Context: an optimization exercise on an open-source flow, tuned for small area, a short achievable clock period and few clock cycles. The choices shown serve that exercise and are no tape-out recipe. In this exercise RTL edits were held to simulation tests only and were not proved equivalent to the original. No driver is modelled on the clock port, so clocking that relies on it looks cheaper here than on a real chip. No activity file was given, so power comes from the tool's default toggle rates.

==> design.v <==
module IMC(
    clk,
    rst_n,
    IN_VALID,
    IN,
    OUT_VALID,
    OUT
    );
input           clk, rst_n, IN_VALID;
input  [ 3:0]   IN;
output reg      OUT_VALID;
output reg [13:0] OUT;
reg  [3:0] t;                    
reg  [3:0] p3, p2, p1, p0;
wire dt1;
wire dt2;
wire dt3;
wire dt4;
wire dt5;
wire dt6;
wire dt7;
wire dt8;
wire dt9;
wire dt10;
wire dt11;
wire dt12;
wire dt13;
wire dt14;
wire dt15;
wire dt16;
wire dt17;
wire dt18;
wire dt19;
wire dt20;
wire dt21;
wire dt22;
wire dt23;
wire dt24;
wire dt25;
wire dt26;
wire dt27;
wire dt28;
wire dt29;
wire dt30;
wire dt31;
wire dt32;
wire dt33;
wire dt34;
wire dt35;
wire dt36;
wire dt37;
wire dt38;
wire dt39;
wire dt40;
wire dt41;
wire dt42;
wire dt43;
wire dt44;
wire dt45;
wire dt46;
wire dt47;
wire dt48;
wire dt49;
wire dt50;
assign dt1 = ((p3[0] & p0[2])) ^ ((p3[1] & p0[1])) ^ ((p3[2] & p0[0]));
assign dt2 = (((p3[0] & p0[2])) & ((p3[1] & p0[1]))) | (((p3[0] & p0[2])) & ((p3[2] & p0[0]))) | (((p3[1] & p0[1])) & ((p3[2] & p0[0])));
assign dt3 = (~(p3[0] & p0[3])) ^ ((p3[1] & p0[2])) ^ ((p3[2] & p0[1]));
assign dt4 = ((~(p3[0] & p0[3])) & ((p3[1] & p0[2]))) | ((~(p3[0] & p0[3])) & ((p3[2] & p0[1]))) | (((p3[1] & p0[2])) & ((p3[2] & p0[1])));
assign dt5 = (~(p3[3] & p0[0])) ^ ((p2[0] & p1[3])) ^ (~(p2[1] & p1[2]));
assign dt6 = ((~(p3[3] & p0[0])) & ((p2[0] & p1[3]))) | ((~(p3[3] & p0[0])) & (~(p2[1] & p1[2]))) | (((p2[0] & p1[3])) & (~(p2[1] & p1[2])));
assign dt7 = (~(p3[1] & p0[3])) ^ ((p3[2] & p0[2])) ^ (~(p3[3] & p0[1]));
assign dt8 = ((~(p3[1] & p0[3])) & ((p3[2] & p0[2]))) | ((~(p3[1] & p0[3])) & (~(p3[3] & p0[1]))) | (((p3[2] & p0[2])) & (~(p3[3] & p0[1])));
assign dt9 = ((p2[1] & p1[3])) ^ (~(p2[2] & p1[2])) ^ ((p2[3] & p1[1]));
assign dt10 = (((p2[1] & p1[3])) & (~(p2[2] & p1[2]))) | (((p2[1] & p1[3])) & ((p2[3] & p1[1]))) | ((~(p2[2] & p1[2])) & ((p2[3] & p1[1])));
assign dt11 = ((p3[0] & p0[1])) ^ ((p3[1] & p0[0])) ^ (~(p2[0] & p1[1]));
assign dt12 = (((p3[0] & p0[1])) & ((p3[1] & p0[0]))) | (((p3[0] & p0[1])) & (~(p2[0] & p1[1]))) | (((p3[1] & p0[0])) & (~(p2[0] & p1[1])));
assign dt13 = (~(p2[0] & p1[2])) ^ (~(p2[1] & p1[1])) ^ (~(p2[2] & p1[0]));
assign dt14 = ((~(p2[0] & p1[2])) & (~(p2[1] & p1[1]))) | ((~(p2[0] & p1[2])) & (~(p2[2] & p1[0]))) | ((~(p2[1] & p1[1])) & (~(p2[2] & p1[0])));
assign dt15 = (~(p2[2] & p1[1])) ^ ((p2[3] & p1[0])) ^ (1'b1);
assign dt16 = ((~(p2[2] & p1[1])) & ((p2[3] & p1[0]))) | ((~(p2[2] & p1[1])) & (1'b1)) | (((p2[3] & p1[0])) & (1'b1));
assign dt17 = (dt2) ^ (dt3) ^ (dt5);
assign dt18 = ((dt2) & (dt3)) | ((dt2) & (dt5)) | ((dt3) & (dt5));
assign dt19 = (1'b1) ^ (dt4) ^ (dt6);
assign dt20 = ((1'b1) & (dt4)) | ((1'b1) & (dt6)) | ((dt4) & (dt6));
assign dt21 = (dt7) ^ (dt9) ^ (dt16);
assign dt22 = ((dt7) & (dt9)) | ((dt7) & (dt16)) | ((dt9) & (dt16));
assign dt23 = (~(p3[2] & p0[3])) ^ (~(p3[3] & p0[2])) ^ ((p2[2] & p1[3]));
assign dt24 = ((~(p3[2] & p0[3])) & (~(p3[3] & p0[2]))) | ((~(p3[2] & p0[3])) & ((p2[2] & p1[3]))) | ((~(p3[3] & p0[2])) & ((p2[2] & p1[3])));
assign dt25 = ((p2[3] & p1[2])) ^ (dt8) ^ (dt10);
assign dt26 = (((p2[3] & p1[2])) & (dt8)) | (((p2[3] & p1[2])) & (dt10)) | ((dt8) & (dt10));
assign dt27 = (1'b1) ^ (dt1) ^ (dt12);
assign dt28 = ((1'b1) & (dt1)) | ((1'b1) & (dt12)) | ((dt1) & (dt12));
assign dt29 = (dt14) ^ (dt15) ^ (dt17);
assign dt30 = ((dt14) & (dt15)) | ((dt14) & (dt17)) | ((dt15) & (dt17));
assign dt31 = (dt18) ^ (dt19) ^ (dt21);
assign dt32 = ((dt18) & (dt19)) | ((dt18) & (dt21)) | ((dt19) & (dt21));
assign dt33 = (dt20) ^ (dt22) ^ (dt23);
assign dt34 = ((dt20) & (dt22)) | ((dt20) & (dt23)) | ((dt22) & (dt23));
assign dt35 = ((p3[3] & p0[3])) ^ (~(p2[3] & p1[3])) ^ (dt24);
assign dt36 = (((p3[3] & p0[3])) & (~(p2[3] & p1[3]))) | (((p3[3] & p0[3])) & (dt24)) | ((~(p2[3] & p1[3])) & (dt24));
assign dt37 = ((p3[0] & p0[0])) ^ (~(p2[0] & p1[0])) ^ (1'b1);
assign dt38 = (((p3[0] & p0[0])) & (~(p2[0] & p1[0]))) | (((p3[0] & p0[0])) & (1'b1)) | ((~(p2[0] & p1[0])) & (1'b1));
assign dt39 = (~(p2[1] & p1[0])) ^ (1'b1) ^ (dt11);
assign dt40 = ((~(p2[1] & p1[0])) & (1'b1)) | ((~(p2[1] & p1[0])) & (dt11)) | ((1'b1) & (dt11));
assign dt41 = (dt13) ^ (dt27) ^ (dt40);
assign dt42 = ((dt13) & (dt27)) | ((dt13) & (dt40)) | ((dt27) & (dt40));
assign dt43 = (dt28) ^ (dt29) ^ (dt42);
assign dt44 = ((dt28) & (dt29)) | ((dt28) & (dt42)) | ((dt29) & (dt42));
assign dt45 = (dt30) ^ (dt31) ^ (dt44);
assign dt46 = ((dt30) & (dt31)) | ((dt30) & (dt44)) | ((dt31) & (dt44));
assign dt47 = (dt25) ^ (dt32) ^ (dt33);
assign dt48 = ((dt25) & (dt32)) | ((dt25) & (dt33)) | ((dt32) & (dt33));
assign dt49 = (dt26) ^ (dt34) ^ (dt35);
assign dt50 = ((dt26) & (dt34)) | ((dt26) & (dt35)) | ((dt34) & (dt35));
wire [7:0] det = {dt36,dt48,dt46,dt45,dt43,dt41,dt38,dt37} + {dt50,dt49,dt47,1'b0,1'b0,1'b0,dt39,1'b0};
wire [6:0]  dlow = {|det[5:0], |det[4:0], |det[3:0], |det[2:0], |det[1:0], det[0], 1'b0};
wire [6:0]  dmag = det[6:0] ^ ({7{det[7]}} & dlow);
wire        nonsing = |det;
reg  [6:0]  D;                   
reg         sd;                  
wire [16:0] R;                   
wire rg0;
wire rg1;
wire rg2;
wire rg3;
wire rg4;
wire rg5;
wire rg6;
wire rg7;
wire rg8;
wire rg9;
wire rg10;
wire rg11;
wire rg12;
wire rg13;
wire rg14;
wire rg15;
wire rg16;
wire rg17;
wire rg18;
wire rg19;
wire rg20;
wire rg21;
wire rg22;
wire rg23;
wire rg24;
wire rg25;
wire rg26;
wire rg27;
wire rg28;
wire rg29;
wire rg30;
wire rg31;
wire rg32;
wire rg33;
wire rg34;
wire rg35;
wire rg36;
wire rg37;
wire rg38;
wire rg39;
wire rg40;
wire rg41;
wire rg42;
wire rg43;
wire rg44;
wire rg45;
wire rg46;
wire rg47;
wire rg48;
wire rg49;
wire rg50;
wire rg51;
wire rg52;
wire rg53;
wire rg54;
wire rg55;
wire rg56;
wire rg57;
wire rg58;
wire rg59;
wire rg60;
wire rg61;
wire rg62;
wire rg63;
wire rg64;
wire rg65;
wire rg66;
wire rg67;
wire rg68;
wire rg69;
wire rg70;
wire rg71;
wire rg72;
wire rg73;
wire rg74;
wire rg75;
wire rg76;
wire rg77;
wire rg78;
wire rg79;
wire rg80;
wire rg81;
wire rg82;
wire rg83;
wire rg84;
wire rg85;
wire rg86;
wire rg87;
wire rg88;
wire rg89;
wire rg90;
wire rg91;
wire rg92;
wire rg93;
wire rg94;
wire rg95;
wire rg96;
wire rg97;
wire rg98;
wire rg99;
wire rg100;
wire rg101;
wire rg102;
wire rg103;
wire rg104;
wire rg105;
wire rg106;
wire rg107;
wire rg108;
wire rg109;
wire rg110;
wire rg111;
wire rg112;
wire rg113;
wire rg114;
wire rg115;
wire rg116;
wire rg117;
wire rg118;
wire rg119;
wire rg120;
wire rg121;
wire rg122;
wire rg123;
wire rg124;
wire rg125;
wire rg126;
wire rg127;
wire rg128;
wire rg129;
wire rg130;
wire rg131;
wire rg132;
wire rg133;
wire rg134;
wire rg135;
wire rg136;
wire rg137;
wire rg138;
wire rg139;
wire rg140;
wire rg141;
wire rg142;
wire rg143;
wire rg144;
wire rg145;
wire rg146;
wire rg147;
wire rg148;
wire rg149;
wire rg150;
wire rg151;
wire rg152;
wire rg153;
wire rg154;
wire rg155;
wire rg156;
wire rg157;
wire rg158;
wire rg159;
wire rg160;
wire rg161;
wire rg162;
wire rg163;
wire rg164;
wire rg165;
wire rg166;
wire rg167;
wire rg168;
wire rg169;
wire rg170;
wire rg171;
wire rg172;
wire rg173;
wire rg174;
wire rg175;
wire rg176;
wire rg177;
wire rg178;
wire rg179;
wire rg180;
wire rg181;
wire rg182;
wire rg183;
wire rg184;
wire rg185;
wire rg186;
wire rg187;
wire rg188;
wire rg189;
wire rg190;
wire rg191;
wire rg192;
wire rg193;
wire rg194;
wire rg195;
wire rg196;
wire rg197;
wire rg198;
wire rg199;
wire rg200;
wire rg201;
wire rg202;
wire rg203;
wire rg204;
wire rg205;
wire rg206;
wire rg207;
wire rg208;
wire rg209;
wire rg210;
wire rg211;
wire rg212;
wire rg213;
wire rg214;
wire rg215;
wire rg216;
wire rg217;
wire rg218;
wire rg219;
wire rg220;
wire rg221;
wire rg222;
wire rg223;
wire rg224;
wire rg225;
wire rg226;
wire rg227;
wire rg228;
wire rg229;
wire rg230;
wire rg231;
wire rg232;
wire rg233;
wire rg234;
wire rg235;
wire rg236;
wire rg237;
wire rg238;
wire rg239;
wire rg240;
wire rg241;
wire rg242;
wire rg243;
wire rg244;
wire rg245;
wire rg246;
wire rg247;
wire rg248;
wire rg249;
wire rg250;
wire rg251;
wire rg252;
wire rg253;
wire rg254;
wire rg255;
wire rg256;
wire rg257;
wire rg258;
wire rg259;
wire rg260;
wire rg261;
wire rg262;
wire rg263;
wire rg264;
wire rg265;
wire rg266;
wire rg267;
wire rg268;
wire rg269;
wire rg270;
wire rg271;
wire rg272;
wire rg273;
wire rg274;
wire rg275;
wire rg276;
wire rg277;
wire rg278;
wire rg279;
wire rg280;
wire rg281;
wire rg282;
wire rg283;
wire rg284;
wire rg285;
wire rg286;
wire rg287;
wire rg288;
wire rg289;
wire rg290;
wire rg291;
wire rg292;
wire rg293;
wire rg294;
wire rg295;
wire rg296;
wire rg297;
wire rg298;
wire rg299;
wire rg300;
wire rg301;
wire rg302;
wire rg303;
wire rg304;
wire rg305;
wire rg306;
wire rg307;
wire rg308;
wire rg309;
wire rg310;
wire rg311;
wire rg312;
wire rg313;
wire rg314;
wire rg315;
wire rg316;
wire rg317;
wire rg318;
wire rg319;
wire rg320;
wire rg321;
wire rg322;
wire rg323;
wire rg324;
wire rg325;
wire rg326;
wire rg327;
wire rg328;
wire rg329;
wire rg330;
wire rg331;
wire rg332;
wire rg333;
wire rg334;
wire rg335;
wire rg336;
assign rg312 = ~D[5];
assign rg311 = ~D[3];
assign rg310 = D[0] | ~(D[1]);
assign rg309 = ~(D[4] | D[5]);
assign rg308 = ~(D[5] | D[6]);
assign rg307 = rg308 & ~(D[4]);
assign rg306 = D[2] | D[3];
assign rg305 = D[1] & ~(D[2]);
assign rg304 = ~(D[0] | D[3]);
assign rg303 = rg305 & rg304;
assign rg302 = D[0] | ~(rg305);
assign rg301 = ~(D[4] | D[3]);
assign R[15] = rg307 & rg303;
assign rg300 = D[0] | ~(D[2]);
assign rg299 = D[0] & ~(D[2]);
assign rg298 = D[2] | ~(D[0]);
assign rg297 = ~(rg300 & rg298);
assign rg296 = D[1] & D[2];
assign rg295 = D[1] | D[2];
assign rg294 = rg296 | ~(rg295);
assign rg293 = rg311 & ~(rg294);
assign rg292 = D[0] & D[1];
assign rg291 = rg311 & ~(rg296);
assign rg290 = D[0] & D[2];
assign rg289 = ~(rg297 & rg293);
assign R[14] = rg307 & ~(rg289);
assign rg288 = D[0] | D[1];
assign rg287 = D[3] & ~(D[2]);
assign rg286 = D[0] | ~(D[3]);
assign rg285 = rg288 | ~(rg287);
assign rg284 = D[2] & ~(D[3]);
assign rg283 = ~rg284;
assign rg282 = ~(rg311 & rg296);
assign rg281 = D[0] & ~(D[3]);
assign rg280 = ~(rg311 & rg290);
assign rg279 = rg288 & rg284;
assign rg278 = rg288 ? rg284 : rg287;
assign R[13] = rg307 & rg278;
assign rg277 = rg304 & ~(rg295);
assign rg276 = D[0] | D[2];
assign rg275 = D[0] | rg295;
assign rg274 = D[4] & ~(D[3]);
assign rg273 = ~(D[4] & rg277);
assign rg272 = D[3] & rg295;
assign rg271 = ~(D[0] & D[3]);
assign rg270 = ~(D[3] & rg275);
assign rg269 = rg294 | ~(rg281);
assign rg268 = ~(rg270 & rg269);
assign rg267 = D[4] ? rg277 : rg268;
assign R[12] = rg308 & rg267;
assign rg266 = ~(rg304 & rg296);
assign rg265 = D[0] & ~(D[1]);
assign rg264 = rg310 & ~(rg265);
assign rg263 = rg264 | ~(rg287);
assign rg262 = D[4] | ~(rg263);
assign rg261 = rg262 | ~(rg266);
assign rg260 = ~(rg273 & rg261);
assign rg259 = ~(rg312 & rg260);
assign rg258 = D[4] | ~(rg277);
assign rg257 = D[5] & rg258;
assign rg256 = ~(D[6] | rg257);
assign R[11] = rg259 & rg256;
assign rg255 = rg309 & rg277;
assign rg254 = D[6] & rg258;
assign rg253 = rg255 | ~(D[6]);
assign rg252 = D[1] | ~(D[3]);
assign rg251 = D[3] & ~(rg296);
assign rg250 = ~(rg297 & rg251);
assign rg249 = ~(D[1] & rg281);
assign rg248 = ~(rg250 & rg249);
assign rg247 = ~(rg309 & rg248);
assign rg246 = D[4] & ~(D[5]);
assign rg245 = rg291 & rg246;
assign rg244 = ~(rg275 & rg245);
assign rg243 = rg256 & rg244;
assign rg242 = ~(rg247 & rg243);
assign R[10] = rg253 & rg242;
assign rg241 = D[1] | ~(rg287);
assign rg240 = D[1] | rg299;
assign rg239 = rg311 & rg240;
assign rg238 = ~(D[0] & rg305);
assign rg237 = rg239 & rg238;
assign rg236 = ~(rg239 & rg238);
assign rg235 = ~(rg241 & rg236);
assign rg234 = D[2] & ~(rg292);
assign rg233 = D[2] & ~(rg264);
assign rg232 = D[1] & D[3];
assign rg231 = ~(rg292 & rg287);
assign rg230 = rg233 | ~(rg231);
assign rg229 = D[4] ? rg235 : rg230;
assign rg228 = ~(rg308 & rg229);
assign rg227 = rg276 & rg272;
assign rg226 = D[5] & ~(D[4]);
assign rg225 = rg227 | ~(rg226);
assign rg224 = rg277 | rg225;
assign rg223 = D[6] ? rg255 : rg224;
assign R[9] = ~(rg228 & rg223);
assign rg222 = D[0] ? D[2] : rg294;
assign rg221 = D[3] | rg222;
assign rg220 = ~(D[4] | rg227);
assign rg219 = ~(rg221 & rg220);
assign rg218 = D[4] & rg306;
assign rg217 = D[5] & ~(rg218);
assign rg216 = ~(rg219 & rg217);
assign rg215 = ~(D[3] & rg294);
assign rg214 = D[2] ? D[1] : D[0];
assign rg213 = rg214 | ~(rg286);
assign rg212 = rg246 & rg213;
assign rg211 = ~(rg215 & rg212);
assign rg210 = ~(rg296 & rg271);
assign rg209 = rg309 & ~(rg304);
assign rg208 = rg295 & rg210;
assign rg207 = ~(rg209 & rg208);
assign rg206 = rg211 & rg207;
assign rg205 = rg216 & rg206;
assign rg204 = D[6] | rg205;
assign rg203 = rg312 & rg291;
assign rg202 = rg309 | rg203;
assign rg201 = ~(rg254 & rg202);
assign R[8] = ~(rg204 & rg201);
assign rg200 = D[5] & ~(D[6]);
assign rg199 = ~(rg270 & rg218);
assign rg198 = ~(D[2] & rg292);
assign rg197 = ~(rg227 & rg198);
assign rg196 = D[3] | rg264;
assign rg195 = rg280 & rg196;
assign rg194 = rg197 & rg195;
assign rg193 = D[4] | rg194;
assign rg192 = ~(rg199 & rg193);
assign rg191 = ~(rg200 & rg192);
assign rg190 = rg300 | ~(rg274);
assign rg189 = D[4] & D[3];
assign rg188 = D[2] ? rg264 : D[0];
assign rg187 = rg188 | ~(rg189);
assign rg186 = ~(rg190 & rg187);
assign rg185 = ~(rg308 & rg186);
assign rg184 = rg295 ? D[3] : rg304;
assign rg183 = D[4] | rg184;
assign rg182 = ~(rg202 & rg183);
assign rg181 = ~(rg301 & rg198);
assign rg180 = ~(D[5] & rg181);
assign rg179 = D[6] & rg180;
assign rg178 = ~(rg182 & rg179);
assign rg177 = D[3] & rg302;
assign rg176 = ~(D[2] & rg265);
assign rg175 = ~(rg177 & rg176);
assign rg174 = rg307 & ~(rg291);
assign rg173 = ~(rg175 & rg174);
assign rg172 = rg178 & rg173;
assign rg171 = rg185 & rg172;
assign R[7] = ~(rg191 & rg171);
assign rg170 = D[3] | rg295;
assign rg169 = D[4] & D[6];
assign rg168 = rg170 & rg169;
assign rg167 = rg179 | rg168;
assign rg166 = ~(rg272 & rg198);
assign rg165 = rg221 & rg166;
assign rg164 = rg282 & ~(rg251);
assign rg163 = D[4] ? rg164 : rg165;
assign rg162 = D[5] | rg163;
assign rg161 = ~(rg167 & rg162);
assign rg160 = ~(rg300 & rg272);
assign rg159 = D[4] & rg160;
assign rg158 = ~(rg289 & rg159);
assign rg157 = D[3] | rg305;
assign rg156 = rg297 & rg157;
assign rg155 = D[4] | rg156;
assign rg154 = rg312 & rg155;
assign rg153 = ~(rg158 & rg154);
assign rg152 = D[4] & D[5];
assign rg151 = D[3] ? rg222 : rg240;
assign rg150 = rg152 & ~(rg151);
assign rg149 = ~(D[3] & rg264);
assign rg148 = rg296 | ~(rg281);
assign rg147 = ~(rg149 & rg148);
assign rg146 = rg226 & rg147;
assign rg145 = ~(rg150 | rg146);
assign rg144 = ~(rg153 & rg145);
assign rg143 = D[6] | rg144;
assign R[6] = rg161 & rg143;
assign rg142 = ~(rg300 & rg232);
assign rg141 = ~(rg196 & rg142);
assign rg140 = rg234 | rg157;
assign rg139 = rg287 | ~(rg140);
assign rg138 = ~(rg226 & rg139);
assign rg137 = ~(rg170 & rg152);
assign rg136 = ~(D[4] & rg294);
assign rg135 = D[4] ? rg294 : rg141;
assign rg134 = ~(rg312 & rg135);
assign rg133 = rg138 & rg137;
assign rg132 = ~(rg134 & rg133);
assign rg131 = ~(D[6] & rg132);
assign rg130 = ~(rg306 & rg265);
assign rg129 = rg266 & rg130;
assign rg128 = D[4] | rg129;
assign rg127 = rg310 & rg189;
assign rg126 = rg290 | ~(rg127);
assign rg125 = D[1] | rg290;
assign rg124 = ~(rg274 & rg125);
assign rg123 = rg126 & rg124;
assign rg122 = ~(rg128 & rg123);
assign rg121 = ~(rg308 & rg122);
assign rg120 = ~(rg311 & rg265);
assign rg119 = ~(rg284 & rg265);
assign rg118 = rg265 ? rg283 : rg306;
assign rg117 = D[4] & rg118;
assign rg116 = ~(rg149 & rg117);
assign rg115 = rg271 & rg241;
assign rg114 = D[4] | rg115;
assign rg113 = ~(rg301 & rg233);
assign rg112 = rg114 & rg113;
assign rg111 = ~(rg116 & rg112);
assign rg110 = ~(rg200 & rg111);
assign rg109 = rg121 & rg110;
assign R[5] = ~(rg131 & rg109);
assign rg108 = ~(D[2] & rg310);
assign rg107 = rg177 & rg108;
assign rg106 = ~(rg304 | rg107);
assign rg105 = D[4] | rg106;
assign rg104 = D[3] | rg276;
assign rg103 = D[4] & rg104;
assign rg102 = D[1] | ~(rg103);
assign rg101 = rg312 & rg102;
assign rg100 = ~(rg105 & rg101);
assign rg99 = ~(D[4] | rg292);
assign rg98 = rg99 & ~(rg305);
assign rg97 = ~(D[3] & rg305);
assign rg96 = ~(D[3] ^ rg98);
assign rg95 = D[5] & rg136;
assign rg94 = ~(rg96 & rg95);
assign rg93 = ~(rg100 & rg94);
assign rg92 = ~(D[6] & rg93);
assign rg91 = ~(rg295 & rg281);
assign rg90 = rg311 | rg108;
assign rg89 = ~(rg91 & rg90);
assign rg88 = rg262 | rg89;
assign rg87 = D[4] & ~(rg305);
assign rg86 = ~(rg130 & rg87);
assign rg85 = rg308 & rg86;
assign rg313 = ~(rg88 & rg85);
assign rg314 = rg196 & rg115;
assign rg315 = ~(rg103 & rg314);
assign rg316 = ~(rg276 & rg120);
assign rg317 = ~(D[4] | rg232);
assign rg318 = ~(rg316 & rg317);
assign rg319 = rg200 & rg318;
assign rg320 = ~(rg315 & rg319);
assign rg321 = rg313 & rg320;
assign R[4] = ~(rg92 & rg321);
assign rg322 = ~(D[4] | rg296);
assign rg323 = ~(rg149 & rg322);
assign rg324 = ~(D[4] & rg286);
assign rg325 = ~(rg323 & rg324);
assign rg326 = D[2] ? D[0] : rg264;
assign rg327 = rg326 | ~(rg274);
assign rg328 = ~(rg325 & rg327);
assign rg329 = ~(rg312 & rg328);
assign rg330 = rg274 & ~(rg265);
assign rg331 = ~(rg108 & rg330);
assign rg332 = rg312 | rg331;
assign rg333 = rg276 | ~(rg252);
assign rg334 = ~(rg108 & rg333);
assign rg335 = ~(rg226 & rg334);
assign rg336 = rg332 & rg335;
assign rg0 = ~(rg329 & rg336);
assign rg1 = ~(D[6] & rg0);
assign rg2 = ~(D[3] & rg108);
assign rg3 = D[4] & rg2;
assign rg4 = ~(rg221 & rg3);
assign rg5 = rg306 & ~(rg310);
assign rg6 = D[4] | rg5;
assign rg7 = rg308 & rg6;
assign rg8 = ~(rg4 & rg7);
assign rg9 = ~(rg284 & rg99);
assign rg10 = rg263 & rg9;
assign rg11 = ~(rg327 & rg10);
assign rg12 = ~(rg200 & rg11);
assign rg13 = rg8 & rg12;
assign R[3] = ~(rg1 & rg13);
assign rg14 = rg214 | ~(rg209);
assign rg15 = D[5] ? rg284 : rg291;
assign rg16 = ~(D[4] & rg15);
assign rg17 = rg226 & rg97;
assign rg18 = ~(rg282 & rg17);
assign rg19 = rg16 & rg18;
assign rg20 = rg265 | rg19;
assign rg21 = ~(rg14 & rg20);
assign rg22 = ~(D[6] & rg21);
assign rg23 = D[2] | rg149;
assign rg24 = ~(D[1] & rg297);
assign rg25 = D[4] | ~(rg300);
assign rg26 = rg311 & rg25;
assign rg27 = ~(rg24 & rg26);
assign rg28 = ~(rg23 & rg27);
assign rg29 = ~(rg200 & rg28);
assign rg30 = D[1] | rg300;
assign rg31 = rg300 | rg252;
assign rg32 = ~(rg305 & rg281);
assign rg33 = ~(D[4] | rg279);
assign rg34 = rg31 & rg32;
assign rg35 = ~(rg33 & rg34);
assign rg36 = rg297 | ~(rg274);
assign rg37 = ~(rg240 & rg189);
assign rg38 = rg308 & rg37;
assign rg39 = rg35 & rg38;
assign rg40 = ~(rg36 & rg39);
assign rg41 = rg29 & rg40;
assign R[2] = ~(rg22 & rg41);
assign rg42 = ~(rg299 & rg252);
assign rg43 = D[4] & rg30;
assign rg44 = rg298 & rg295;
assign rg45 = ~(rg301 & rg44);
assign rg46 = ~(rg42 & rg43);
assign rg47 = rg45 & rg46;
assign rg48 = rg312 & rg114;
assign rg49 = ~(rg47 & rg48);
assign rg50 = ~(rg290 & rg232);
assign rg51 = rg285 & rg50;
assign rg52 = ~(rg119 & rg51);
assign rg53 = rg226 & rg52;
assign rg54 = ~(rg231 & rg140);
assign rg55 = ~(rg152 & rg54);
assign rg56 = ~(D[6] | rg53);
assign rg57 = rg49 & rg56;
assign rg58 = ~(rg55 & rg57);
assign rg59 = D[0] | ~(rg287);
assign rg60 = rg280 & rg59;
assign rg61 = D[4] ? rg32 : rg60;
assign rg62 = ~(rg290 & rg274);
assign rg63 = D[4] | rg50;
assign rg64 = rg273 & rg63;
assign rg65 = rg62 & rg64;
assign rg66 = D[5] ? rg65 : rg61;
assign rg67 = ~(rg289 & rg59);
assign rg68 = ~(rg226 & rg67);
assign rg69 = D[6] & rg66;
assign rg70 = ~(rg68 & rg69);
assign R[1] = rg58 & rg70;
assign rg71 = rg237 & rg152;
assign rg72 = ~(D[6] | rg71);
assign rg73 = ~(rg120 & rg51);
assign rg74 = ~(rg226 & rg73);
assign rg75 = ~(rg294 & rg127);
assign rg76 = ~(rg63 & rg75);
assign rg77 = ~(rg312 & rg76);
assign rg78 = rg74 & rg77;
assign rg79 = ~(rg72 & rg78);
assign rg80 = ~(rg282 & rg31);
assign rg81 = ~(rg309 & rg80);
assign rg82 = rg312 | rg62;
assign rg83 = D[6] & rg82;
assign rg84 = ~(rg81 & rg83);
assign R[0] = rg79 & rg84;
assign R[16] = rg307 & ~(rg170);
wire        res = (t != 4'd4);   
wire [3:0]  xlow = {|p3[2:0], |p3[1:0], p3[0], 1'b0};
wire [3:0]  m = (p3 ^ ({4{p3[3]}} & xlow)) & {4{res}};
wire        neg = res & (p3[3] ^ sd ^ (t == 4'd6 || t == 4'd7));
wire        s8 = m[3] | (m[2] & m[1] & m[0]);
wire        s4 = m[2] ^ (m[1] & m[0]);
wire        s1 = m[0];
wire        s2 = m[1] & ~m[0];
wire        n0 = m[1] & m[0];
wire mu1;
wire mu2;
wire mu3;
wire mu4;
wire mu5;
wire mu6;
wire mu7;
wire mu8;
wire mu9;
wire mu10;
wire mu11;
wire mu12;
wire mu13;
wire mu14;
wire mu15;
wire mu16;
wire mu17;
wire mu18;
wire mu19;
wire mu20;
wire mu21;
wire mu22;
wire mu23;
wire mu24;
wire mu25;
wire mu26;
wire mu27;
wire mu28;
wire mu29;
wire mu30;
wire mu31;
wire mu32;
wire mu33;
wire mu34;
wire mu35;
wire mu36;
wire mu37;
wire mu38;
wire mu39;
wire mu40;
wire mu41;
wire mu42;
wire mu43;
wire mu44;
wire mu45;
wire mu46;
wire mu47;
wire mu48;
wire mu49;
wire mu50;
wire mu51;
wire mu52;
wire mu53;
wire mu54;
wire mu55;
wire mu56;
wire mu57;
wire mu58;
wire mu59;
wire mu60;
wire mu61;
wire mu62;
wire mu63;
wire mu64;
wire mu65;
wire mu66;
wire mu67;
wire mu68;
wire mu69;
wire mu70;
wire mu71;
wire mu72;
wire mu73;
wire mu74;
wire mu75;
wire mu76;
wire mu77;
wire mu78;
wire mu79;
wire mu80;
assign mu1 = ((((s1 & R[0])) ^ n0)) & (1'b0);
assign mu2 = ((((s1 & R[1]) | (s2 & R[0])) ^ n0)) & (1'b0);
assign mu3 = ((((s1 & R[2]) | (s2 & R[1])) ^ n0)) & ((s4 & R[0]));
assign mu4 = ((((s1 & R[3]) | (s2 & R[2])) ^ n0)) & ((s4 & R[1]) | (s8 & R[0]));
assign mu5 = ((((s1 & R[4]) | (s2 & R[3])) ^ n0)) & ((s4 & R[2]) | (s8 & R[1]));
assign mu6 = ((((s1 & R[5]) | (s2 & R[4])) ^ n0)) & ((s4 & R[3]) | (s8 & R[2]));
assign mu7 = ((((s1 & R[6]) | (s2 & R[5])) ^ n0)) & ((s4 & R[4]) | (s8 & R[3]));
assign mu8 = ((((s1 & R[7]) | (s2 & R[6])) ^ n0)) & ((s4 & R[5]) | (s8 & R[4]));
assign mu9 = ((((s1 & R[8]) | (s2 & R[7])) ^ n0)) & ((s4 & R[6]) | (s8 & R[5]));
assign mu10 = ((((s1 & R[9]) | (s2 & R[8])) ^ n0)) & ((s4 & R[7]) | (s8 & R[6]));
assign mu11 = ((((s1 & R[10]) | (s2 & R[9])) ^ n0)) & ((s4 & R[8]) | (s8 & R[7]));
assign mu12 = ((((s1 & R[11]) | (s2 & R[10])) ^ n0)) & ((s4 & R[9]) | (s8 & R[8]));
assign mu13 = ((((s1 & R[12]) | (s2 & R[11])) ^ n0)) & ((s4 & R[10]) | (s8 & R[9]));
assign mu14 = ((((s1 & R[13]) | (s2 & R[12])) ^ n0)) & ((s4 & R[11]) | (s8 & R[10]));
assign mu15 = ((((s1 & R[14]) | (s2 & R[13])) ^ n0)) & ((s4 & R[12]) | (s8 & R[11]));
assign mu16 = ((((s1 & R[15]) | (s2 & R[14])) ^ n0)) & ((s4 & R[13]) | (s8 & R[12]));
assign mu17 = ((((s1 & R[16]) | (s2 & R[15])) ^ n0)) & ((s4 & R[14]) | (s8 & R[13]));
assign mu18 = ((((s2 & R[16])) ^ n0)) & ((s4 & R[15]) | (s8 & R[14]));
assign mu19 = (n0) & ((s4 & R[16]) | (s8 & R[15]));
assign mu20 = (n0) & ((s8 & R[16]));
assign mu21 = ((((s1 & R[0])) ^ n0)) ^ (1'b0);
assign mu22 = ((((s1 & R[1]) | (s2 & R[0])) ^ n0)) ^ (1'b0);
assign mu23 = ((((s1 & R[2]) | (s2 & R[1])) ^ n0)) ^ ((s4 & R[0]));
assign mu24 = ((((s1 & R[3]) | (s2 & R[2])) ^ n0)) ^ ((s4 & R[1]) | (s8 & R[0]));
assign mu25 = ((((s1 & R[4]) | (s2 & R[3])) ^ n0)) ^ ((s4 & R[2]) | (s8 & R[1]));
assign mu26 = ((((s1 & R[5]) | (s2 & R[4])) ^ n0)) ^ ((s4 & R[3]) | (s8 & R[2]));
assign mu27 = ((((s1 & R[6]) | (s2 & R[5])) ^ n0)) ^ ((s4 & R[4]) | (s8 & R[3]));
assign mu28 = ((((s1 & R[7]) | (s2 & R[6])) ^ n0)) ^ ((s4 & R[5]) | (s8 & R[4]));
assign mu29 = ((((s1 & R[8]) | (s2 & R[7])) ^ n0)) ^ ((s4 & R[6]) | (s8 & R[5]));
assign mu30 = ((((s1 & R[9]) | (s2 & R[8])) ^ n0)) ^ ((s4 & R[7]) | (s8 & R[6]));
assign mu31 = ((((s1 & R[10]) | (s2 & R[9])) ^ n0)) ^ ((s4 & R[8]) | (s8 & R[7]));
assign mu32 = ((((s1 & R[11]) | (s2 & R[10])) ^ n0)) ^ ((s4 & R[9]) | (s8 & R[8]));
assign mu33 = ((((s1 & R[12]) | (s2 & R[11])) ^ n0)) ^ ((s4 & R[10]) | (s8 & R[9]));
assign mu34 = ((((s1 & R[13]) | (s2 & R[12])) ^ n0)) ^ ((s4 & R[11]) | (s8 & R[10]));
assign mu35 = ((((s1 & R[14]) | (s2 & R[13])) ^ n0)) ^ ((s4 & R[12]) | (s8 & R[11]));
assign mu36 = ((((s1 & R[15]) | (s2 & R[14])) ^ n0)) ^ ((s4 & R[13]) | (s8 & R[12]));
assign mu37 = ((((s1 & R[16]) | (s2 & R[15])) ^ n0)) ^ ((s4 & R[14]) | (s8 & R[13]));
assign mu38 = ((((s2 & R[16])) ^ n0)) ^ ((s4 & R[15]) | (s8 & R[14]));
assign mu39 = (n0) ^ ((s4 & R[16]) | (s8 & R[15]));
assign mu40 = (n0) ^ ((s8 & R[16]));
assign mu41 = (mu1) | (n0 & mu21);
assign mu42 = (mu1 & mu22) | (mu2) | (n0 & mu21 & mu22);
assign mu43 = (mu1 & mu22 & mu23) | (mu2 & mu23) | (mu3) | (n0 & mu21 & mu22 & mu23);
assign mu44 = mu21 ^ (n0);
assign mu45 = mu22 ^ (mu41);
assign mu46 = mu23 ^ (mu42);
assign mu47 = (mu4) | (mu43 & mu24);
assign mu48 = (mu4 & mu25) | (mu5) | (mu43 & mu24 & mu25);
assign mu49 = (mu4 & mu25 & mu26) | (mu5 & mu26) | (mu6) | (mu43 & mu24 & mu25 & mu26);
assign mu50 = mu24 ^ (mu43);
assign mu51 = mu25 ^ (mu47);
assign mu52 = mu26 ^ (mu48);
assign mu53 = (mu7) | (mu49 & mu27);
assign mu54 = (mu7 & mu28) | (mu8) | (mu49 & mu27 & mu28);
assign mu55 = (mu7 & mu28 & mu29) | (mu8 & mu29) | (mu9) | (mu49 & mu27 & mu28 & mu29);
assign mu56 = mu27 ^ (mu49);
assign mu57 = mu28 ^ (mu53);
assign mu58 = mu29 ^ (mu54);
assign mu59 = (mu10) | (mu55 & mu30);
assign mu60 = (mu10 & mu31) | (mu11) | (mu55 & mu30 & mu31);
assign mu61 = (mu10 & mu31 & mu32) | (mu11 & mu32) | (mu12) | (mu55 & mu30 & mu31 & mu32);
assign mu62 = mu30 ^ (mu55);
assign mu63 = mu31 ^ (mu59);
assign mu64 = mu32 ^ (mu60);
assign mu65 = (mu13) | (mu61 & mu33);
assign mu66 = (mu13 & mu34) | (mu14) | (mu61 & mu33 & mu34);
assign mu67 = (mu13 & mu34 & mu35) | (mu14 & mu35) | (mu15) | (mu61 & mu33 & mu34 & mu35);
assign mu68 = mu33 ^ (mu61);
assign mu69 = mu34 ^ (mu65);
assign mu70 = mu35 ^ (mu66);
assign mu71 = (mu16) | (mu67 & mu36);
assign mu72 = (mu16 & mu37) | (mu17) | (mu67 & mu36 & mu37);
assign mu73 = (mu16 & mu37 & mu38) | (mu17 & mu38) | (mu18) | (mu67 & mu36 & mu37 & mu38);
assign mu74 = mu36 ^ (mu67);
assign mu75 = mu37 ^ (mu71);
assign mu76 = mu38 ^ (mu72);
assign mu77 = (mu19) | (mu73 & mu39);
assign mu78 = (mu19 & mu40) | (mu20) | (mu73 & mu39 & mu40);
assign mu79 = mu39 ^ (mu73);
assign mu80 = mu40 ^ (mu77);
wire [19:0] prod = {mu80,mu79,mu76,mu75,mu74,mu70,mu69,mu68,mu64,mu63,mu62,mu58,mu57,mu56,mu52,mu51,mu50,mu46,mu45,mu44};
wire [13:0] qout = (prod[19:6] ^ {14{neg}}) + {13'd0, neg};
wire        shift = ~t[2] & ~t[3];  
always @(posedge clk) begin
    if (shift) begin
        p3 <= p2; p2 <= p1; p1 <= p0; p0 <= IN;
    end else begin
        p3 <= p0; p2 <= p1; p1 <= p3; p0 <= p2;
    end
    if (t == 4'd4) begin
        D  <= dmag;
        sd <= det[7];
    end
    OUT <= qout;
end
always @(posedge clk) begin
    if (!rst_n) begin
        t <= 4'd0;
        OUT_VALID <= 1'b0;
    end else begin
        OUT_VALID <= 1'b0;
        case (t)
            4'd0: t <= IN_VALID ? 4'd1 : 4'd0;
            4'd4: begin
                t <= nonsing ? 4'd5 : 4'd0;
                OUT_VALID <= ~nonsing;
            end
            4'd5, 4'd6, 4'd7, 4'd8: begin
                t <= (t == 4'd8) ? 4'd0 : t + 4'd1;
                OUT_VALID <= 1'b1;
            end
            default: t <= t + 4'd1;
        endcase
    end
end
endmodule
==> flow/run.sh <==
#!/bin/bash
# Layout flow: the standard synthesis, then the combinational logic between
# the (unchanged) flip-flops is mapped again by ABC for area; the rest is the
# standard ORFS layout, with the port buffers made of buf_2 cells and the root
# level of the clock tree dropped (flow/post_cts.tcl).
set -euo pipefail
HERE=$(pwd)
F=$HERE/flow
LIB=$FLOW_HOME/platforms/sky130hd/lib/sky130_fd_sc_hd__tt_025C_1v80.lib
RES=$HERE/orfs/results/sky130hd/IMC/base
YOSYS=$FLOW_HOME/../tools/install/yosys/bin/yosys
[[ -x $YOSYS ]] || YOSYS=yosys

# 1. standard synthesis
bash standard.sh synth > synth.log 2>&1

# 2. re-map the combinational logic
cp $RES/1_2_yosys.v $HERE/standard_netlist.v
{
  echo "read_liberty -ignore_miss_func $LIB"
  echo "blackbox $(tr '\n' ' ' < $F/seq_cells.txt)"
  echo "read_verilog $HERE/standard_netlist.v"
  echo "hierarchy -top $FLOW_TOP"
  echo "flatten"
  echo "hierarchy -top $FLOW_TOP"
  echo "opt -purge"
  echo "abc -liberty $LIB -script $F/area.abc $(sed 's/^/-dont_use /' $F/dont_use.txt | tr '\n' ' ')"
  echo "opt_clean -purge"
  echo "hilomap -singleton -hicell sky130_fd_sc_hd__conb_1 HI -locell sky130_fd_sc_hd__conb_1 LO"
  echo "splitnets"
  echo "opt_clean -purge"
  echo "stat -liberty $LIB"
  echo "write_verilog -noattr -noexpr -nohex -nodec $HERE/resynth.v"
} > $HERE/resynth.ys
$YOSYS -s $HERE/resynth.ys > resynth.log 2>&1
cp $HERE/resynth.v $RES/1_2_yosys.v
rm -f $RES/1_synth.odb $RES/1_synth.sdc
touch $RES/1_2_yosys.v

# 3. the standard layout from the new netlist
bash standard.sh BUFFER_PORTS_ARGS="-buffer_cell sky130_fd_sc_hd__buf_2" POST_CTS_TCL=$F/post_cts.tcl finish > layout.log 2>&1
==> flow/area.abc <==
strash
&get -n
&deepsyn -J 50
&put
dch -f
amap
topo
buffer -c
upsize -D 4500
dnsize -D 4500
==> flow/dont_use.txt <==
sky130_fd_sc_hd__lpflow_bleeder_1
sky130_fd_sc_hd__lpflow_clkbufkapwr_1
sky130_fd_sc_hd__lpflow_clkbufkapwr_16
sky130_fd_sc_hd__lpflow_clkbufkapwr_2
sky130_fd_sc_hd__lpflow_clkbufkapwr_4
sky130_fd_sc_hd__lpflow_clkbufkapwr_8
sky130_fd_sc_hd__lpflow_clkinvkapwr_1
sky130_fd_sc_hd__lpflow_clkinvkapwr_16
sky130_fd_sc_hd__lpflow_clkinvkapwr_2
sky130_fd_sc_hd__lpflow_clkinvkapwr_4
sky130_fd_sc_hd__lpflow_clkinvkapwr_8
sky130_fd_sc_hd__lpflow_decapkapwr_12
sky130_fd_sc_hd__lpflow_decapkapwr_3
sky130_fd_sc_hd__lpflow_decapkapwr_4
sky130_fd_sc_hd__lpflow_decapkapwr_6
sky130_fd_sc_hd__lpflow_decapkapwr_8
sky130_fd_sc_hd__lpflow_inputiso0n_1
sky130_fd_sc_hd__lpflow_inputiso0p_1
sky130_fd_sc_hd__lpflow_inputiso1n_1
sky130_fd_sc_hd__lpflow_inputiso1p_1
sky130_fd_sc_hd__lpflow_inputisolatch_1
sky130_fd_sc_hd__lpflow_isobufsrc_1
sky130_fd_sc_hd__lpflow_isobufsrc_16
sky130_fd_sc_hd__lpflow_isobufsrc_2
sky130_fd_sc_hd__lpflow_isobufsrc_4
sky130_fd_sc_hd__lpflow_isobufsrc_8
sky130_fd_sc_hd__lpflow_isobufsrckapwr_16
sky130_fd_sc_hd__lpflow_lsbuf_lh_hl_isowell_tap_1
sky130_fd_sc_hd__lpflow_lsbuf_lh_hl_isowell_tap_2
sky130_fd_sc_hd__lpflow_lsbuf_lh_hl_isowell_tap_4
sky130_fd_sc_hd__lpflow_lsbuf_lh_isowell_4
sky130_fd_sc_hd__lpflow_lsbuf_lh_isowell_tap_1
sky130_fd_sc_hd__lpflow_lsbuf_lh_isowell_tap_2
sky130_fd_sc_hd__lpflow_lsbuf_lh_isowell_tap_4
sky130_fd_sc_hd__probe_p_8
sky130_fd_sc_hd__probec_p_8
==> flow/post_cts.tcl <==
set block [ord::get_db_block]
set clk_net [$block findNet clk]
set roots {}
foreach it [$clk_net getITerms] {
  set inst [$it getInst]
  if {[string match *clkbuf* [[$inst getMaster] getName]]} { lappend roots $inst }
}
if {[llength $roots] == 1} {
  set root [lindex $roots 0]
  set root_out [[$root findITerm X] getNet]
  set leaves {}
  set others 0
  foreach it [$root_out getITerms] {
    set inst [$it getInst]
    if {$inst eq $root} continue
    if {[string match *clkbuf* [[$inst getMaster] getName]]} { lappend leaves $inst } else { incr others }
  }
  if {[llength $leaves] >= 1 && [llength $leaves] <= 4 && $others == 0} {
    foreach inst $leaves {
      set a [$inst findITerm A]
      $a disconnect
      $a connect $clk_net
    }
    [$root findITerm A] disconnect
    odb::dbInst_destroy $root
    odb::dbNet_destroy $root_out
    puts "post_cts: clock port now drives [llength $leaves] leaf buffers directly"
    estimate_parasitics -placement
  } else {
    puts "post_cts: tree left as built ([llength $leaves] leaves, $others other loads)"
  }
}
==> flow/seq_cells.txt <==
sky130_fd_sc_hd__dfbbn_1
sky130_fd_sc_hd__dfbbn_2
sky130_fd_sc_hd__dfbbp_1
sky130_fd_sc_hd__dfrbp_1
sky130_fd_sc_hd__dfrbp_2
sky130_fd_sc_hd__dfrtn_1
sky130_fd_sc_hd__dfrtp_1
sky130_fd_sc_hd__dfrtp_2
sky130_fd_sc_hd__dfrtp_4
sky130_fd_sc_hd__dfsbp_1
sky130_fd_sc_hd__dfsbp_2
sky130_fd_sc_hd__dfstp_1
sky130_fd_sc_hd__dfstp_2
sky130_fd_sc_hd__dfstp_4
sky130_fd_sc_hd__dfxbp_1
sky130_fd_sc_hd__dfxbp_2
sky130_fd_sc_hd__dfxtp_1
sky130_fd_sc_hd__dfxtp_2
sky130_fd_sc_hd__dfxtp_4
sky130_fd_sc_hd__dlclkp_1
sky130_fd_sc_hd__dlclkp_2
sky130_fd_sc_hd__dlclkp_4
sky130_fd_sc_hd__dlrbn_1
sky130_fd_sc_hd__dlrbn_2
sky130_fd_sc_hd__dlrbp_1
sky130_fd_sc_hd__dlrbp_2
sky130_fd_sc_hd__dlrtn_1
sky130_fd_sc_hd__dlrtn_2
sky130_fd_sc_hd__dlrtn_4
sky130_fd_sc_hd__dlrtp_1
sky130_fd_sc_hd__dlrtp_2
sky130_fd_sc_hd__dlrtp_4
sky130_fd_sc_hd__dlxbn_1
sky130_fd_sc_hd__dlxbn_2
sky130_fd_sc_hd__dlxbp_1
sky130_fd_sc_hd__dlxtn_1
sky130_fd_sc_hd__dlxtn_2
sky130_fd_sc_hd__dlxtn_4
sky130_fd_sc_hd__dlxtp_1
sky130_fd_sc_hd__edfxbp_1
sky130_fd_sc_hd__edfxtp_1
sky130_fd_sc_hd__lpflow_inputisolatch_1
sky130_fd_sc_hd__sdfbbn_1
sky130_fd_sc_hd__sdfbbn_2
sky130_fd_sc_hd__sdfbbp_1
sky130_fd_sc_hd__sdfrbp_1
sky130_fd_sc_hd__sdfrbp_2
sky130_fd_sc_hd__sdfrtn_1
sky130_fd_sc_hd__sdfrtp_1
sky130_fd_sc_hd__sdfrtp_2
sky130_fd_sc_hd__sdfrtp_4
sky130_fd_sc_hd__sdfsbp_1
sky130_fd_sc_hd__sdfsbp_2
sky130_fd_sc_hd__sdfstp_1
sky130_fd_sc_hd__sdfstp_2
sky130_fd_sc_hd__sdfstp_4
sky130_fd_sc_hd__sdfxbp_1
sky130_fd_sc_hd__sdfxbp_2
sky130_fd_sc_hd__sdfxtp_1
sky130_fd_sc_hd__sdfxtp_2
sky130_fd_sc_hd__sdfxtp_4
sky130_fd_sc_hd__sdlclkp_1
sky130_fd_sc_hd__sdlclkp_2
sky130_fd_sc_hd__sdlclkp_4
sky130_fd_sc_hd__sedfxbp_1
sky130_fd_sc_hd__sedfxbp_2
sky130_fd_sc_hd__sedfxtp_1
sky130_fd_sc_hd__sedfxtp_2
sky130_fd_sc_hd__sedfxtp_4
==> standard.sh <==
#!/bin/bash
# synth_recipe.tcl (not shown) runs the flow's synth.tcl, then flattens the netlist and writes it again
# the make line also repeats each setting of config.mk as NAME=value (left out here)
make -C /OpenROAD-flow-scripts/flow DESIGN_CONFIG=/design/flow/config.mk WORK_HOME=/design/flow/orfs CLKGATE_MAP_FILE= SYNTH_SCRIPT=/design/flow/synth_recipe.tcl "${@:-finish}"
==> config.mk <==
export PLATFORM = sky130hd
export DESIGN_NAME = IMC
export DESIGN_NICKNAME = IMC
export VERILOG_FILES = /design/flow/design.v
export SDC_FILE = /design/flow/constraint.sdc
export NUM_CORES = 4
export LEC_CHECK = 0
export CAP_MARGIN = 20
export CORE_MARGIN = 2
export CORE_UTILIZATION = 40
export SLEW_MARGIN = 20
==> constraint.sdc <==
create_clock -name core_clock -period 33.0 [get_ports {clk}]
set_input_delay 6.6000 -clock core_clock [delete_from_list [all_inputs] [get_ports {clk}]]
set_output_delay 6.6000 -clock core_clock [all_outputs]
set_load 0.01 [all_outputs]
==> results.txt <==
MaxCap Viol Count 0; final std cells w/o fill 841; synthesis-to-layout area growth 8.32%; Initial Util 41.2%; path category of the worst min-delay check register to register; Worst-Margin Slew 912 ps; RSZ-0062 raised after global routing false; worst reg2reg setup slack 26,070 ps; first-pass GRT wire length 21,400 µm; CP Buf/Inv Count 1; largest net degree at the start of global routing 19; drt pass-1 iters 8; Slew Viols, Final 0; Layout Skew 11.7 ps; Top Family by Delay on Critical Path flip-flops; number of buffers added on ports 21; CP Cell Sequence buf_2; post-DP HPWL 10,400 µm; Largest stage delay, worst path 320 ps; clock latency (worst-skew pair) 150 ps; commonest non-fill, non-tap cell in the layout nor2_1; setup TNS 0 ps; Avg WL per Cell 16.0 µm; Routed WL 13,500 µm; clk sinks 43; post-route cell area 4370 µm²; CTS tree done; final period utilization 21.8%; slowest cell on the critical path dfxtp_1; run status timing/DRC/antenna clean; Tmin final 7180 ps; via count 4,919; PwrDens 53.2 nW/µm²; drt initial violations 374; vias in the first global route 4,419; relative slew slack 39.0%; clock slew seen by the registers of the worst setup and hold paths 80 ps; fmax 0.139 GHz; VDD IR-drop max 0.0335 mV; Yosys warnings 1; antenna diode count 0; total track usage 24.0%; Hold WS 381 ps; RePlAce Congestion 0.964; total gr overflow 0; Placement Cell Area 4300 µm²; CP arrival 580 ps; commonest cells after routing, fill and taps aside nor2_1 (203), inv_1 (74), a21oi_1 (72), o21ai_0 (68), nand2_1 (59); Worst setup SP type register; Final setup viols 0; layout cell share with drive strength beyond 1 5.08%; initial antenna violation count 0; placed cells 834; crit path max fanout 1; synthesized cell area 4030 µm²; Crit. End Element primary output; DR vias/cell 5.85; Synth Area per Inst 5.89 µm²; Multi-input gate area 2760 µm²; Top Ports 22; critical path type register to primary output; Die W 104 µm; die height 104 µm; Sequential Area 941 µm²; die area 10,900 µm²; Mapped Cells 684; nets@finish 714; Pleak 1.81 nW; final hold vios 0; Synth Net Count 691; fillers 1,060; row count 36; DRC viols 0; CP required 26,400 ps; Post-DRT Antenna Nets 0; Core ar. 9770 µm²
==> layer usage <==
metal  up-vias  part of all wire, %  wire [µm]  GRT usage (%)
li1       2480                    -          -              -
met1      2154                   41       5550           29.4
met2       230                   46       6240           40.5
met3        55                  7.6       1030           3.70
met4         0                  4.7        630           12.2
met5         -                    0          0              0
==> power by group <==
part / switching [W] / internal, W / total, W
Sequential: 0.00000422 / 0.0000673 / 0.0000715
Combinational: 0.0000851 / 0.0000479 / 0.000133
Clock: 0.0000154 / 0.0000123 / 0.0000277
==> sequential cells by signal (all words and copies together) (netlist names) <==
signal,cells
OUT,14
p2,4
p0,4
t,4
p1,4
OUT_VALID,1
sd,1
D,7
p3,4
==> metrics by stage <==
| step | total power (W) | worst slack [ps] | utilization, % |
|---|---|---|---|
| finish | 0.000232 | 25820 | 44.7 |
| detailed placement | 0.000204 | 25740 | 44.0 |
| global route | 0.000256 | 25080 | 44.7 |
| floorplan | 0.000174 | 25900 | - |
| global placement | 0.000202 | 25750 | 44.0 |
==> final timing paths <==
check               from  endpoint  depth (start not counted)
setup reg to reg    D[4]   OUT[12]                         42
setup / recovery  OUT[8]    OUT[8]                          1
hold reg to reg    p1[1]     p2[1]                          0
hold / removal     p1[1]     p2[1]                          0
==> layout make-up <==
type | count | share of cell area, %
timing repair buffer | 24 | 2.92
tap | 133 | 3.81
sequential | 43 | 21.5
inverter | 80 | 6.88
clock buffer | 5 | 1.35
multi-input combinational | 554 | 63.2
clock inverter | 2 | 0.258
Testbench counts, summed over its fixed seeds: cycles 118,728.

-- re-timing with driven ports --
No port has a modelled driver above. Below, the same layout with a new extraction and two added sets of constraints. Step 1, drivers: a clkbuf_16 drives clk and a buf_2 each remaining input, both assumed. Step 2 adds t to the input delays and takes it off the output delays; t is the mean of the earliest and latest rising clock arrival at the registers after step 1. Input paths then give back, and output paths get back, about the clock's delay inside the block. Slacks: ideal / step 1 / step 2; pairs: ideal / step 1.
t (ns): 0.195
slack for setup (ns): 25.816 / 25.763 / 25.756
worst hold slack (ns): 0.381 / 0.381 / 0.381
After both steps setup and hold are still met in this run. For this run, drivers alone change the setup slack by -0.053 ns; drivers and shift together by -0.060 ns.
